Background: an optimization exercise with open tools, aiming at small area. Do not read the settings as production practice. No functional check of the RTL was part of this run. Power is estimated from default activity; no workload was simulated.

==> flow/run.sh <==
#!/bin/bash
# synth_recipe.tcl (not shown) runs the flow's synth.tcl, then flattens the netlist and writes it again
# the make line also repeats each setting of config.mk as NAME=value (left out here)
make -C /OpenROAD-flow-scripts/flow DESIGN_CONFIG=/design/flow/config.mk WORK_HOME=/design/flow/orfs CLKGATE_MAP_FILE= SYNTH_SCRIPT=/design/flow/synth_recipe.tcl finish
==> flow/config.mk <==
export PLATFORM = sky130hd
export DESIGN_NAME = top
export DESIGN_NICKNAME = top
export VERILOG_FILES = /design/flow/design.v
export SDC_FILE = /design/flow/constraint.sdc
export NUM_CORES = 4
export LEC_CHECK = 0
export CAP_MARGIN = 20
export CORE_MARGIN = 2
export CORE_UTILIZATION = 40
export SLEW_MARGIN = 20
==> flow/constraint.sdc <==
create_clock -name core_clock -period 10.0 [get_ports {clk_i}]
set_input_delay 2.0000 -clock core_clock [delete_from_list [all_inputs] [get_ports {clk_i}]]
set_output_delay 2.0000 -clock core_clock [all_outputs]
set_load 0.01 [all_outputs]
==> flow/design.v <==
`timescale 1ns/1ps
module ascii_to_morse_code
    (
        input wire [7:0] ascii_i,  
        output reg [3:0] len_o,    
        output reg [5:0] morse_o   
    );
    always @* begin
        morse_o = 6'bxxxxxx;
        len_o = 0;
        casex (ascii_i)
            8'b01x00001:  begin  morse_o = 6'bxxxx01;  len_o = 2;  end  
            8'b01x00010:  begin  morse_o = 6'bxx1110;  len_o = 4;  end  
            8'b01x00011:  begin  morse_o = 6'bxx1010;  len_o = 4;  end  
            8'b01x00100:  begin  morse_o = 6'bxxx110;  len_o = 3;  end  
            8'b01x00101:  begin  morse_o = 6'bxxxxx1;  len_o = 1;  end  
            8'b01x00110:  begin  morse_o = 6'bxx1011;  len_o = 4;  end  
            8'b01x00111:  begin  morse_o = 6'bxxx100;  len_o = 3;  end  
            8'b01x01000:  begin  morse_o = 6'bxx1111;  len_o = 4;  end  
            8'b01x01001:  begin  morse_o = 6'bxxxx11;  len_o = 2;  end  
            8'b01x01010:  begin  morse_o = 6'bxx0001;  len_o = 4;  end  
            8'b01x01011:  begin  morse_o = 6'bxxx010;  len_o = 3;  end  
            8'b01x01100:  begin  morse_o = 6'bxx1101;  len_o = 4;  end  
            8'b01x01101:  begin  morse_o = 6'bxxxx00;  len_o = 2;  end  
            8'b01x01110:  begin  morse_o = 6'bxxxx10;  len_o = 2;  end  
            8'b01x01111:  begin  morse_o = 6'bxxx000;  len_o = 3;  end  
            8'b01x10000:  begin  morse_o = 6'bxx1001;  len_o = 4;  end  
            8'b01x10001:  begin  morse_o = 6'bxx0100;  len_o = 4;  end  
            8'b01x10010:  begin  morse_o = 6'bxxx101;  len_o = 3;  end  
            8'b01x10011:  begin  morse_o = 6'bxxx111;  len_o = 3;  end  
            8'b01x10100:  begin  morse_o = 6'bxxxxx0;  len_o = 1;  end  
            8'b01x10101:  begin  morse_o = 6'bxxx011;  len_o = 3;  end  
            8'b01x10110:  begin  morse_o = 6'bxx0111;  len_o = 4;  end  
            8'b01x10111:  begin  morse_o = 6'bxxx001;  len_o = 3;  end  
            8'b01x11000:  begin  morse_o = 6'bxx0110;  len_o = 4;  end  
            8'b01x11001:  begin  morse_o = 6'bxx0010;  len_o = 4;  end  
            8'b01x11010:  begin  morse_o = 6'bxx1100;  len_o = 4;  end  
            8'b00110000:  begin  morse_o = 6'bx00000;  len_o = 5;  end  
            8'b00110001:  begin  morse_o = 6'bx00001;  len_o = 5;  end  
            8'b00110010:  begin  morse_o = 6'bx00011;  len_o = 5;  end  
            8'b00110011:  begin  morse_o = 6'bx00111;  len_o = 5;  end  
            8'b00110100:  begin  morse_o = 6'bx01111;  len_o = 5;  end  
            8'b00110101:  begin  morse_o = 6'bx11111;  len_o = 5;  end  
            8'b00110110:  begin  morse_o = 6'bx11110;  len_o = 5;  end  
            8'b00110111:  begin  morse_o = 6'bx11100;  len_o = 5;  end  
            8'b00111000:  begin  morse_o = 6'bx11000;  len_o = 5;  end  
            8'b00111001:  begin  morse_o = 6'bx10000;  len_o = 5;  end  
            8'b00101110:  begin  morse_o = 6'b010101;  len_o = 6;  end  
            8'b00101100:  begin  morse_o = 6'b001100;  len_o = 6;  end  
            8'b00111111:  begin  morse_o = 6'b110011;  len_o = 6;  end  
            8'b00100111:  begin  morse_o = 6'b100001;  len_o = 6;  end  
            8'b00101111:  begin  morse_o = 6'bx10110;  len_o = 5;  end  
            8'b00101000:  begin  morse_o = 6'bx10010;  len_o = 5;  end  
            8'b00101001:  begin  morse_o = 6'b010010;  len_o = 6;  end  
            8'b00111010:  begin  morse_o = 6'b111000;  len_o = 6;  end  
            8'b00111101:  begin  morse_o = 6'bx01110;  len_o = 5;  end  
            8'b00101011:  begin  morse_o = 6'bx10101;  len_o = 5;  end  
            8'b00101101:  begin  morse_o = 6'b011110;  len_o = 6;  end  
            8'b00100010:  begin  morse_o = 6'b101101;  len_o = 6;  end  
            8'b01000000:  begin  morse_o = 6'b101001;  len_o = 6;  end  
            default:      begin  morse_o = 6'bxxxxxx;  len_o = 0;  end  
        endcase
    end
endmodule
`timescale 1ns/1ps
module morse_generator
    #(
        parameter MORSE_CYCLES = 10  
    )
    (
        input wire clk_i,          
        input wire reset_i,        
        input wire [7:0] ascii_i,  
        input wire en_i,           
        output reg morse_o,        
        output wire done_o         
    );
    localparam DOT_CYCLES = 1 * MORSE_CYCLES;     
    localparam DASH_CYCLES = 3 * MORSE_CYCLES;    
    localparam SYMBOL_CYCLES = 1 * MORSE_CYCLES;  
    localparam WORD_CYCLES = 7 * MORSE_CYCLES;    
    localparam COUNTER_BITS = $clog2(7 * MORSE_CYCLES) + 1;
    localparam [2:0] STATE_IDLE   = 3'b000,
                     STATE_DOT    = 3'b001,
                     STATE_DASH   = 3'b010,
                     STATE_SYMBOL = 3'b011,
                     STATE_WORD   = 3'b100,
                     STATE_DONE   = 3'b101;
    wire [3:0] morse_len;
    wire [5:0] morse_symbols;
    reg [2:0] state_curr, state_next;
    reg [2:0] symbol_curr, symbol_next;
    reg done_curr, done_next;
    reg [COUNTER_BITS-1:0] count_curr, count_next;
    reg [7:0] char_curr, char_next;  
    wire [7:0] char_lookup;
    ascii_to_morse_code ascii_to_morse (
        .ascii_i(char_lookup),
        .len_o(morse_len),
        .morse_o(morse_symbols)
    );
    assign char_lookup = (state_curr == STATE_IDLE) ? ascii_i : char_curr;
    assign done_o = done_curr;
    always @(posedge clk_i or posedge reset_i) begin
        if (reset_i) begin
            state_curr <= STATE_IDLE;
            count_curr <= 0;
            symbol_curr <= 0;
            done_curr <= 1;
            char_curr <= 0;
        end else begin
            state_curr <= state_next;
            count_curr <= count_next;
            symbol_curr <= symbol_next;
            done_curr <= done_next;
            char_curr <= char_next;
        end
    end
    always @(*) begin
        state_next = state_curr;
        count_next = count_curr;
        symbol_next = symbol_curr;
        done_next = done_curr;
        char_next = char_curr;
        case (state_curr)
            STATE_IDLE: begin
                symbol_next = 0;
                count_next = 0;
                done_next = 1'b0;
                morse_o = 1'b0;
                char_next = ascii_i;
                if (en_i) begin
                    if (ascii_i == 8'h20) begin
                        state_next = STATE_WORD;
                    end else if (morse_len > 0) begin
                        state_next = (morse_symbols[symbol_curr] == 1'b1) ? STATE_DOT : STATE_DASH;
                    end
                end
            end
            STATE_DOT: begin
                morse_o = 1'b1;
                done_next = 1'b0;
                if (count_curr < DOT_CYCLES) begin
                    count_next = count_curr + 1;
                end else begin
                    count_next = 0;
                    state_next = STATE_SYMBOL;
                end
            end
            STATE_DASH: begin
                morse_o = 1'b1;
                done_next = 1'b0;
                if (count_curr < DASH_CYCLES) begin
                    count_next = count_curr + 1;
                end else begin
                    count_next = 0;
                    state_next = STATE_SYMBOL;
                end
            end
            STATE_SYMBOL: begin
                morse_o = 1'b0;
                done_next = 1'b0;
                if (count_curr < SYMBOL_CYCLES) begin
                    count_next = count_curr + 1;
                end else begin
                    count_next = 0;
                    symbol_next = symbol_curr + 1;
                    if ((symbol_curr + 1) < morse_len) begin
                        state_next = (morse_symbols[symbol_curr + 1] == 1'b1) ? STATE_DOT : STATE_DASH;
                    end else begin
                        state_next = STATE_DONE;
                    end
                end
            end
            STATE_WORD: begin
                morse_o = 1'b0;
                symbol_next = 0;
                done_next = 1'b0;
                if (count_curr < WORD_CYCLES) begin
                    count_next = count_curr + 1;
                end else begin
                    count_next = 0;
                    state_next = STATE_DONE;
                end
            end
            STATE_DONE: begin
                morse_o = 1'b0;
                symbol_next = 0;
                done_next = 1'b1;
                if (!en_i) begin
                    state_next = STATE_IDLE;
                end
            end
            default: begin
                morse_o = 1'b0;
                symbol_next = 0;
                state_next = STATE_IDLE;
                done_next = 1'b0;
            end
        endcase
    end
endmodule
`timescale 1ns/1ps
module baud_generator
    #(
        parameter N = 10,  
        parameter M = 651  
    )
    (
        input wire clk_i,            
        input wire reset_i,          
        output wire tick_o,          
        output wire [N-1:0] count_o  
    );
    reg [N-1:0] count_curr;
    wire [N-1:0] count_next;
    always @(posedge clk_i, posedge reset_i) begin
        if (reset_i) begin
            count_curr <= 0;
        end else begin
            count_curr <= count_next;
        end
    end
    assign count_next = (count_curr == (M - 1)) ? 0 : count_curr + 1;
    assign tick_o = (count_curr == (M - 1)) ? 1'b1 : 1'b0;
    assign count_o = count_curr;
endmodule
`timescale 1ns/1ps
module fifo
    #(
        parameter WORD_BITS = 8,  
        parameter ADDR_BITS = 2  
    )
    (
        input wire clk_i,                     
        input wire reset_i,                   
        input wire read_i,                    
        input wire write_i,                   
        input wire [WORD_BITS-1:0] wdata_i,   
        output wire [WORD_BITS-1:0] rdata_o,  
        output wire empty_o,                  
        output wire full_o                    
    );
    localparam BUFFER_SIZE = (2**ADDR_BITS);
    reg [WORD_BITS-1:0] buffer [BUFFER_SIZE-1:0];        
    wire write_en;                                        
    reg [ADDR_BITS-1:0] wptr_curr, wptr_buff, wptr_next;  
    reg [ADDR_BITS-1:0] rptr_curr, rptr_buff, rptr_next;  
    reg fifo_full, full_buff;                             
    reg fifo_empty, empty_buff;                           
    integer i;
    assign rdata_o = buffer[rptr_curr];
    assign write_en = write_i & ~fifo_full;
    always @(posedge clk_i, posedge reset_i) begin
        if (reset_i) begin
            wptr_curr <= 0;
            rptr_curr <= 0;
            fifo_full <= 1'b0;
            fifo_empty <= 1'b1;
            for (i = 0; i < (BUFFER_SIZE-1); i = i + 1) begin
                buffer[i] <= 0;
            end
        end else begin
            if (write_en) begin
                buffer[wptr_curr] <= wdata_i;
            end
            wptr_curr <= wptr_buff;
            rptr_curr <= rptr_buff;
            fifo_full <= full_buff;
            fifo_empty <= empty_buff;
        end
    end
    always @* begin
        wptr_next = wptr_curr + 1;
        rptr_next = rptr_curr + 1;
        wptr_buff = wptr_curr;
        rptr_buff = rptr_curr;
        full_buff = fifo_full;
        empty_buff = fifo_empty;
        case ({write_i, read_i})
            2'b00:  begin
                wptr_buff = wptr_curr;
                rptr_buff = rptr_curr;
                full_buff = fifo_full;
                empty_buff = fifo_empty;
            end
            2'b01: 
                if (~fifo_empty) begin
                    rptr_buff = rptr_next;
                    full_buff = 1'b0;  
                    if (rptr_next == wptr_curr) begin
                        empty_buff = 1'b1;
                    end
                end
            2'b10:
                if (~fifo_full) begin
                    wptr_buff = wptr_next;
                    empty_buff = 1'b0;  
                    if (wptr_next == rptr_curr) begin
                        full_buff = 1'b1;
                    end
                end
            2'b11:
                begin
                    wptr_buff = wptr_next;  
                    rptr_buff = rptr_next;  
                end
        endcase
    end
    assign full_o = fifo_full;
    assign empty_o = fifo_empty;
endmodule
`timescale 1ns/1ps
module uart_receiver
    #(
        parameter WORD_BITS = 8,     
        parameter SAMPLE_TICKS = 16  
    )
    (
        input wire clk_i,                   
        input wire reset_i,                 
        input wire rx_i,                    
        input wire baud_i,                  
        output reg rx_done_o,               
        output wire [WORD_BITS-1:0] data_o  
    );
    localparam [1:0] STATE_IDLE  = 2'b00,
                     STATE_START = 2'b01,
                     STATE_DATA  = 2'b10,
                     STATE_STOP  = 2'b11;
    reg [1:0] state_curr, state_next;          
    reg [3:0] tick_curr, tick_next;            
    reg [2:0] len_curr, len_next;              
    reg [WORD_BITS-1:0] data_curr, data_next;  
    always @(posedge clk_i, posedge reset_i) begin
        if (reset_i) begin
            state_curr <= STATE_IDLE;
            tick_curr <= 0;
            len_curr <= 0;
            data_curr <= 0;
        end else begin
            state_curr <= state_next;
            tick_curr <= tick_next;
            len_curr <= len_next;
            data_curr <= data_next;
        end
    end
    always @* begin
        state_next = state_curr;
        tick_next = tick_curr;
        len_next = len_curr;
        data_next = data_curr;
        rx_done_o = 1'b0;
        case (state_curr)
            STATE_IDLE: begin
                if (~rx_i) begin
                    state_next = STATE_START;
                    tick_next = 0;
                end
            end
            STATE_START: begin
                if (baud_i) begin
                    if (tick_curr == (SAMPLE_TICKS/2)-1) begin
                        state_next = STATE_DATA;
                        tick_next = 0;
                        len_next = 0;
                    end else begin
                        tick_next = tick_curr + 1;
                    end
                end
            end
            STATE_DATA: begin
                if (baud_i) begin
                    if (tick_curr == SAMPLE_TICKS-1) begin
                        tick_next = 0;
                        data_next = {rx_i, data_curr[WORD_BITS-1:1]};
                        if (len_curr == WORD_BITS-1) begin
                            state_next = STATE_STOP;
                        end else begin
                            len_next = len_curr + 1;
                        end
                    end else begin
                        tick_next = tick_curr + 1;
                    end
                end
            end
            STATE_STOP: begin
                if (baud_i) begin
                    if (tick_curr == SAMPLE_TICKS-1) begin
                        state_next = STATE_IDLE;
                        rx_done_o = 1'b1;
                    end else begin
                        tick_next = tick_curr + 1;
                    end
                end
            end
        endcase
    end
    assign data_o = data_curr;
endmodule
`timescale 1ns/1ps
module uart_transmitter
    #(
        parameter WORD_BITS = 8,     
        parameter SAMPLE_TICKS = 16  
    )
    (
        input wire clk_i,                   
        input wire reset_i,                 
        input wire tx_start_i,              
        input wire baud_i,                  
        input wire [WORD_BITS-1:0] data_i,  
        output reg tx_done_o,               
        output wire tx_o                    
    );
    localparam [1:0] STATE_IDLE  = 2'b00,
                     STATE_START = 2'b01,
                     STATE_DATA  = 2'b10,
                     STATE_STOP  = 2'b11;
    reg [1:0] state_curr, state_next;          
    reg [3:0] tick_curr, tick_next;            
    reg [2:0] nbits_curr, nbits_next;          
    reg [WORD_BITS-1:0] data_curr, data_next;  
    reg tx_curr, tx_next;                      
    always @(posedge clk_i, posedge reset_i) begin
        if (reset_i) begin
            state_curr <= STATE_IDLE;
            tick_curr <= 0;
            nbits_curr <= 0;
            data_curr <= 0;
            tx_curr <= 0;
        end else begin
            state_curr <= state_next;
            tick_curr <= tick_next;
            nbits_curr <= nbits_next;
            data_curr <= data_next;
            tx_curr <= tx_next;
        end
    end
    always @* begin
        state_next = state_curr;
        tick_next = tick_curr;
        nbits_next = nbits_curr;
        data_next = data_curr;
        tx_next = tx_curr;
        tx_done_o = 1'b0;
        case (state_curr)
            STATE_IDLE: begin
                tx_next = 1'b1;
                if (tx_start_i) begin
                    state_next = STATE_START;
                    tick_next = 0;
                    data_next = data_i;
                end
            end
            STATE_START: begin
                tx_next = 1'b0;  
                if (baud_i) begin
                    if (tick_curr == SAMPLE_TICKS-1) begin
                        state_next = STATE_DATA;
                        tick_next = 0;
                        nbits_next = 0;
                    end else begin
                        tick_next = tick_curr + 1;
                    end
                end
            end
            STATE_DATA: begin
                tx_next = data_curr[0];
                if (baud_i) begin
                    if (tick_curr == SAMPLE_TICKS-1) begin
                        tick_next = 0;
                        data_next = data_curr >> 1;
                        if (nbits_curr == WORD_BITS-1) begin
                            state_next = STATE_STOP;
                        end else begin
                            nbits_next = nbits_curr + 1;
                        end
                    end else begin
                        tick_next = tick_curr + 1;
                    end
                end
            end
            STATE_STOP: begin
                tx_next = 1'b1;  
                if (baud_i) begin
                    if (tick_curr == SAMPLE_TICKS-1) begin
                        tick_next = 0;
                        state_next = STATE_IDLE;
                        tx_done_o = 1'b1;
                    end else begin
                        tick_next = tick_curr + 1;
                    end
                end
            end
        endcase
    end
    assign tx_o = tx_curr;
endmodule
`timescale 1ns/1ps
module uart_echo
    #(
        parameter WORD_BITS = 8,      
        parameter SAMPLE_TICKS = 16,  
        parameter BAUD_LIMIT = 651,   
        parameter BAUD_BITS = 10,     
        parameter FIFO_ADDR_BITS = 4  
    )
    (
        input wire clk_i,                       
        input wire reset_i,                     
        input wire rx_i,                        
        output wire tx_o,                       
        output wire [WORD_BITS-1:0] tx_data_o,  
        output wire [WORD_BITS-1:0] rx_data_o,  
        output wire baud_tick_o,                
        output wire fifo_empty_o,               
        output wire fifo_full_o,                
        output wire tx_done_o,                  
        output wire rx_done_o                   
    );
    wire [WORD_BITS-1:0] rx_to_fifo;
    wire [WORD_BITS-1:0] fifo_to_tx;
    wire fifo_read, fifo_write;
    reg tx_start;
    baud_generator #(.M(BAUD_LIMIT), .N(BAUD_BITS)) baud (
        .clk_i(clk_i),
        .reset_i(reset_i),
        .tick_o(baud_tick_o),
        .count_o()  
    );
    uart_receiver #(.WORD_BITS(WORD_BITS), .SAMPLE_TICKS(SAMPLE_TICKS)) uart_rx (
        .clk_i(clk_i),
        .reset_i(reset_i),
        .rx_i(rx_i),
        .baud_i(baud_tick_o),
        .rx_done_o(rx_done_o),
        .data_o(rx_to_fifo)
    );
    fifo #(.WORD_BITS(WORD_BITS), .ADDR_BITS(FIFO_ADDR_BITS)) fifo_rx (
        .clk_i(clk_i),
        .reset_i(reset_i),
        .read_i(fifo_read),
        .write_i(fifo_write),
        .wdata_i(rx_to_fifo),
        .rdata_o(fifo_to_tx),
        .empty_o(fifo_empty_o),
        .full_o(fifo_full_o)
    );
    uart_transmitter #(.WORD_BITS(WORD_BITS), .SAMPLE_TICKS(SAMPLE_TICKS)) uart_tx (
        .clk_i(clk_i),
        .reset_i(reset_i),
        .tx_start_i(tx_start),
        .baud_i(baud_tick_o),
        .data_i(fifo_to_tx),
        .tx_done_o(tx_done_o),
        .tx_o(tx_o)
    );
    always @(posedge clk_i or posedge reset_i) begin
        if (reset_i) begin
            tx_start <= 0;
        end else if (rx_done_o && !fifo_full_o) begin
            tx_start <= 1;  
        end else if (tx_done_o) begin
            tx_start <= 0;  
        end
    end
    assign fifo_write = rx_done_o && !fifo_full_o;
    assign fifo_read = tx_done_o && !fifo_empty_o;
    assign rx_data_o = rx_to_fifo;
    assign tx_data_o = fifo_to_tx;
endmodule
`timescale 1ns/1ps
module seven_seg_controller
    #(
        parameter REFRESH_FREQ = 1000,    
        parameter CLK_FREQ = 100_000_000  
    )
    (
        input wire clk_i,          
        input wire reset_i,        
        input wire [15:0] data_i,  
        output reg [6:0] segs_o,   
        output reg [3:0] anodes_o  
    );
    localparam MAX_COUNT = (CLK_FREQ / REFRESH_FREQ) / 4;  
    localparam COUNTER_BITS = $clog2(MAX_COUNT);           
    reg [COUNTER_BITS-1:0] refresh_counter;  
    reg [1:0] digit_sel;                     
    reg [3:0] digit_val;                     
    always @(posedge clk_i or posedge reset_i) begin
        if (reset_i) begin
            refresh_counter <= 0;
            digit_sel <= 0;
        end else if (refresh_counter >= MAX_COUNT) begin
            refresh_counter <= 0;
            digit_sel <= digit_sel + 1;
        end else begin
            refresh_counter <= refresh_counter + 1;
        end
    end
    always @(posedge clk_i or posedge reset_i) begin
        if (reset_i) begin
            anodes_o <= 4'b1111;   
            digit_val <= 0;
        end else begin
            case (digit_sel)
                2'b00: begin
                    anodes_o <= 4'b1110;
                    digit_val <= data_i[3:0];
                end
                2'b01: begin
                    anodes_o <= 4'b1101;
                    digit_val <= data_i[7:4];
                end
                2'b10: begin
                    anodes_o <= 4'b1011;
                    digit_val <= data_i[11:8];
                end
                2'b11: begin
                    anodes_o <= 4'b0111;
                    digit_val <= data_i[15:12];
                end
            endcase
        end
    end
    always @* begin
        case (digit_val)
            4'h0:    segs_o = 7'b1000000;
            4'h1:    segs_o = 7'b1111001;
            4'h2:    segs_o = 7'b0100100;
            4'h3:    segs_o = 7'b0110000;
            4'h4:    segs_o = 7'b0011001;
            4'h5:    segs_o = 7'b0010010;
            4'h6:    segs_o = 7'b0000010;
            4'h7:    segs_o = 7'b1111000;
            4'h8:    segs_o = 7'b0000000;
            4'h9:    segs_o = 7'b0010000;
            4'hA:    segs_o = 7'b0001000;
            4'hB:    segs_o = 7'b0000011;
            4'hC:    segs_o = 7'b1000110;
            4'hD:    segs_o = 7'b0100001;
            4'hE:    segs_o = 7'b0000110;
            4'hF:    segs_o = 7'b0001110;
        endcase
    end
endmodule
`timescale 1ns/1ps
module top
    (
        input wire clk_i,                     
        input wire reset_i,                   
        input wire rx_i,                      
        output wire tx_o,                     
        output wire [6:0] sev_seg_encoded_o,  
        output wire [3:0] sev_seg_anodes_o,   
        output wire morse_o                   
    );
    localparam CLK_FREQ = 100 * (10**6);
    localparam WORD_BITS = 8;
    localparam SAMPLE_TICKS = 16;
    localparam BAUD_RATE = 9600;
    localparam BAUD_DIV = CLK_FREQ / BAUD_RATE / SAMPLE_TICKS;
    localparam BAUD_BITS = $clog2(BAUD_DIV);
    localparam UART_FIFO_ADDR_BITS = 3;  
    localparam SEV_SEG_REFRESH = 1000;
    localparam MORSE_CYCLES = 8_000;  
    wire [WORD_BITS-1:0] rx_data;  
    wire [WORD_BITS-1:0] tx_data;  
    wire rx_done, tx_done;
    wire uart_fifo_empty, uart_fifo_full;
    uart_echo #(
        .WORD_BITS(WORD_BITS),
        .SAMPLE_TICKS(SAMPLE_TICKS),
        .BAUD_LIMIT(BAUD_DIV),
        .BAUD_BITS(BAUD_BITS),
        .FIFO_ADDR_BITS(UART_FIFO_ADDR_BITS)
    ) uart (
        .clk_i(clk_i),
        .reset_i(reset_i),
        .rx_i(rx_i),
        .tx_o(tx_o),
        .tx_data_o(tx_data),
        .rx_data_o(rx_data),
        .rx_done_o(rx_done),
        .tx_done_o(tx_done),
        .fifo_empty_o(uart_fifo_empty),
        .fifo_full_o(uart_fifo_full),
        .baud_tick_o()
    );
    seven_seg_controller #(
        .REFRESH_FREQ(SEV_SEG_REFRESH),
        .CLK_FREQ(CLK_FREQ)
    ) display (
        .clk_i(clk_i),
        .reset_i(reset_i),
        .data_i({8'b0, rx_data}),
        .segs_o(sev_seg_encoded_o),
        .anodes_o(sev_seg_anodes_o)
    );
    morse_generator #(
        .MORSE_CYCLES(MORSE_CYCLES)
    ) morse (
        .clk_i(clk_i),
        .reset_i(reset_i),
        .ascii_i(rx_data),
        .en_i(rx_done),
        .morse_o(morse_o),
        .done_o()
    );
endmodule
==> results.yml <==
clock_network:
  hold_buffers: 0
  cts_inserted_buffers: 17
  clock-root-buffer: "clkbuf_16"
  clock_sinks: 174
  ctsLongestPathBuffers: 2
  cts-resized-gates: 0
  clock_insertion_delay_worst_skew_ns: 0.45
  cts_tree: "built"
  register_clock_pin_slew_on_the_reported_worst_setup_and_hold_paths_ns: 0.08
  post-cts-setup-buffer-count: 0
  cts_htree_levels: 4
die:
  chipWidth_um: 170
  design.die.area_um2: 28800
  initial_utilization: 0.408
  die_h_um: 170
  io-pin-count: 16
  design.core.area_um2: 27000
  rows: 60
place:
  place_congestion: 0.965
  io_buffer_count: 15
  dp_hpwl_um: 18500
  dpl-instance-area_um2: 11300
sta:
  finalCritPeriodShare: 0.431
  period_minus_slack_ns: 4.31
  slew_headroom: 0.360
  final-max-slew-violation-count: 0
  timing.clock.skew_ns: 0.0148
  max_freq_mhz: 232
  setup_total_negative_slack_ns: 0
  worst_slew_pin_slew_ns: 0.955
  hold_viol_final: 0
  final-setup-viol-count: 0
  rsz0062_at_grt: "false"
synth:
  yosys_warnings: 9
  postSynthNetCount: 1228
  synth_fa_ha_area_frac: 0.0569
  synth.mux.area_fraction: 0.0898
  synth_sequential_area_ratio: 0.400
  number_of_synthesized_flops_with_an_enable_pin: 8
  synth_top_family_by_area: "simple AND/OR/NAND/NOR gates"
  post_syn_area_um2: 11000
  asyncSetResetFlopFracSynth: 0.954
  post_synth_inst_count: 1175
  mean_area_per_synthesized_cell_um2: 9.36
  postSynth.topFlopCell: "dfrtp_1"
  library_cells_used_by_synthesis: 85
  synth.ff_latch_count: 174
  synth-xor-area-share: 0.0318
  synth_compound_area_frac: 0.177
  yosys.area_share.simple: 0.197
final_layout:
  final_design_utilization: 0.443
  nFillCells: 2560
  area_delta_synth_final_pct: 8.45
  nNetsFinal: 1196
  fin_area_um2: 11900
  final_layout_size_suffix_gt1_frac: 0.134
  antennaDiodeCount: 0
  area_taken_by_multi_input_logic_gates_um2: 6090
  final-seq-area_um2: 4400
global_route:
  all_layer_gr_usage: 0.200
  first_global_vias: 8728
  grt_pass1_wl_um: 46000
  number_of_antenna_violations_at_the_first_check_in_global_routing: 0
  pin_count_of_the_biggest_net_entering_global_routing: 89
  grt_remaining_overflow: 0
run:
  maxCapViolations: 0
routing:
  ant_nets: 0
  drt_iter0_markers: 906
  drt_pre_antenna_iters: 6
  post_drt_wl_per_cell_um: 18.6
  route.detailed.drc: 0
  vias: 8816
  post_drt_via_cell_ratio: 5.89
  drt-total-wl_um: 27800
worst_setup_path:
  startpoint_type: "register"
  worstPathMaxFanout: 47
  worst_setup_path_type: "reg2reg"
  setup.worst_path.end_class: "register"
  crit_arrival_ns: 4.66
  crit_required_ns: 10.36
pwr:
  power_per_cell_area_nw_per_um2: 116
  worst_case_vdd_ir_drop_mv: 0.0787
  power.leakage_nw: 5.04
  total_power_mw: 1.39
hold_path:
  hold_class: "reg2reg"
status:
  outcome: "timing/DRC/antenna clean"
==> cells in the mapped netlist, types with 23 or more instances <==
master | instances | area, um^2
dfrtp_1 | 161 | 4030
nor3_1 | 28 | 140
nor2_1 | 65 | 244
xnor2_1 | 23 | 201
o21ai_0 | 87 | 435
inv_1 | 42 | 158
mux2_2 | 72 | 811
nand2_1 | 125 | 469
nand2b_1 | 27 | 169
nand3_1 | 45 | 225
clkbuf_1 | 58 | 218
a21oi_1 | 45 | 225
ha_1 | 50 | 626
==> final timing paths <==
| kind | from | to | slack (ns) | depth (start not counted) |
|---|---|---|---|---|
| min reg2reg | uart.tx_start | uart.tx_start | 0.47 | 2 |
| min | uart.tx_start | uart.tx_start | 0.47 | 2 |
| max | morse.state_curr[1] | morse.state_curr[1] | 5.69 | 14 |
| max in group asynchronous | reset_i | uart.fifo_rx.buffer[2][0] | 6.70 | 3 |
| min in group asynchronous | reset_i | display.refresh_counter[8] | 2.06 | 2 |
| max reg2reg | morse.state_curr[1] | morse.state_curr[1] | 5.69 | 14 |
==> power breakdown <==
part           switching (mW)  internal (mW)  leakage (nW)
clock network           0.323          0.337         0.291
registers             0.00209          0.708          2.34
logic                  0.0135        0.00191          2.41
total                   0.339           1.05          5.04
==> layout make-up <==
type	instances	area share
Clock inverter	15	0.0139
Timing Repair Buffer	28	0.0211
Multi-Input combinational cell	879	0.511
Tap cell	341	0.0358
Clock buffer	17	0.0357
Sequential cell	174	0.369
Inverter	43	0.0139
==> layout by cell type, fill, tap and decap left out, types with 12 or more instances in the layout <==
cell / n
xnor2_1: 23
xor2_1: 17
dfrtp_1: 161
mux2_2: 72
ha_1: 50
a31oi_1: 12
a21oi_1: 45
nand3_1: 45
inv_1: 41
clkdlybuf4s50_1: 15
buf_4: 12
nor2b_1: 18
nand2b_1: 27
nand2_1: 125
nor4_1: 13
clkbuf_16: 17
nor3_1: 28
o21ai_0: 87
a221oi_1: 17
nor2_1: 65
o22ai_1: 13
and3_1: 18
==> critical path: stages (launching register included) <==
cell      delay, ns
dfrtp_1        0.86
or3_4          0.67
mux2i_1        0.67
o21ai_1        0.14
a211o_1        0.33
o211ai_1       0.10
nor3_1         0.09
ha_1           0.31
a21oi_1        0.12
o21ai_0        0.10
a31oi_1        0.16
o21a_1         0.19
o211ai_2       0.10
a211o_1        0.31
o31ai_2        0.06
==> layer usage <==
layer | vias to the layer above | global-route usage | wire [um]
met5 | - | 0 | 0
met4 | 0 | 0.0806 | 828
li1 | 4216 | - | -
met3 | 68 | 0.0298 | 1290
met2 | 237 | 0.318 | 13000
met1 | 4295 | 0.274 | 12700
==> registers in the layout, summed over array words and instances, names as in the netlist, 4 cells and up <==
name,count
uart.baud.count_curr,10
uart.uart_rx.tick_curr,4
morse.char_curr,8
uart.uart_tx.data_curr,8
morse.count_curr,17
display.refresh_counter,15
uart.fifo_rx.buffer,64
display.anodes_o,4
display.digit_val,4
uart.uart_tx.tick_curr,4
uart.uart_rx.data_curr,8
==> per-stage QoR <==
stage	hold slack, ns	cells	setup slack [ns]
final	0.467	1497	5.69
after global routing	0.501	1497	5.32
after CTS	0.473	1497	5.73
after detailed placement	0.456	1465	5.78
after global placement	0.458	1465	5.82
after floorplan	0.426	1175	3.51
==> logic make-up after synthesis <==
kind of cell,after synthesis
DFF,174
and+or+nand+nor,414
xor gates and xnor gates,40
adders and majority gates,50
AOI/OAI and AO/OA,289
buffers and inverters,122
muxes,86

==> re-timing with driven ports <==
The results above use ideal ports. As a check the final layout listed here was re-extracted and re-timed, cells and wires unchanged. Step 1 sets driving cells, clkbuf_16 on the clock port and buf_2 on the other inputs (assumed; they add their load-dependent delay and slew). Step 2 moves the port delays by t, midway between the first and last clock arrival at a register: inputs arrive t later, outputs are due t later. That takes back most of the time a late clock gives input paths. Three values: ideal, step 1, step 2; two values: the first two.
shift t [ns]: 0.484
setup WS [ns]: 5.694 / 5.682 / 5.694
latest minus earliest clock arrival (ns): 0.022 / 0.023
cell pins on the clock port's net: 1
After both steps this run still meets setup and hold. For this run, drivers alone change the setup slack by -0.012 ns; drivers and shift together by 0.000 ns.
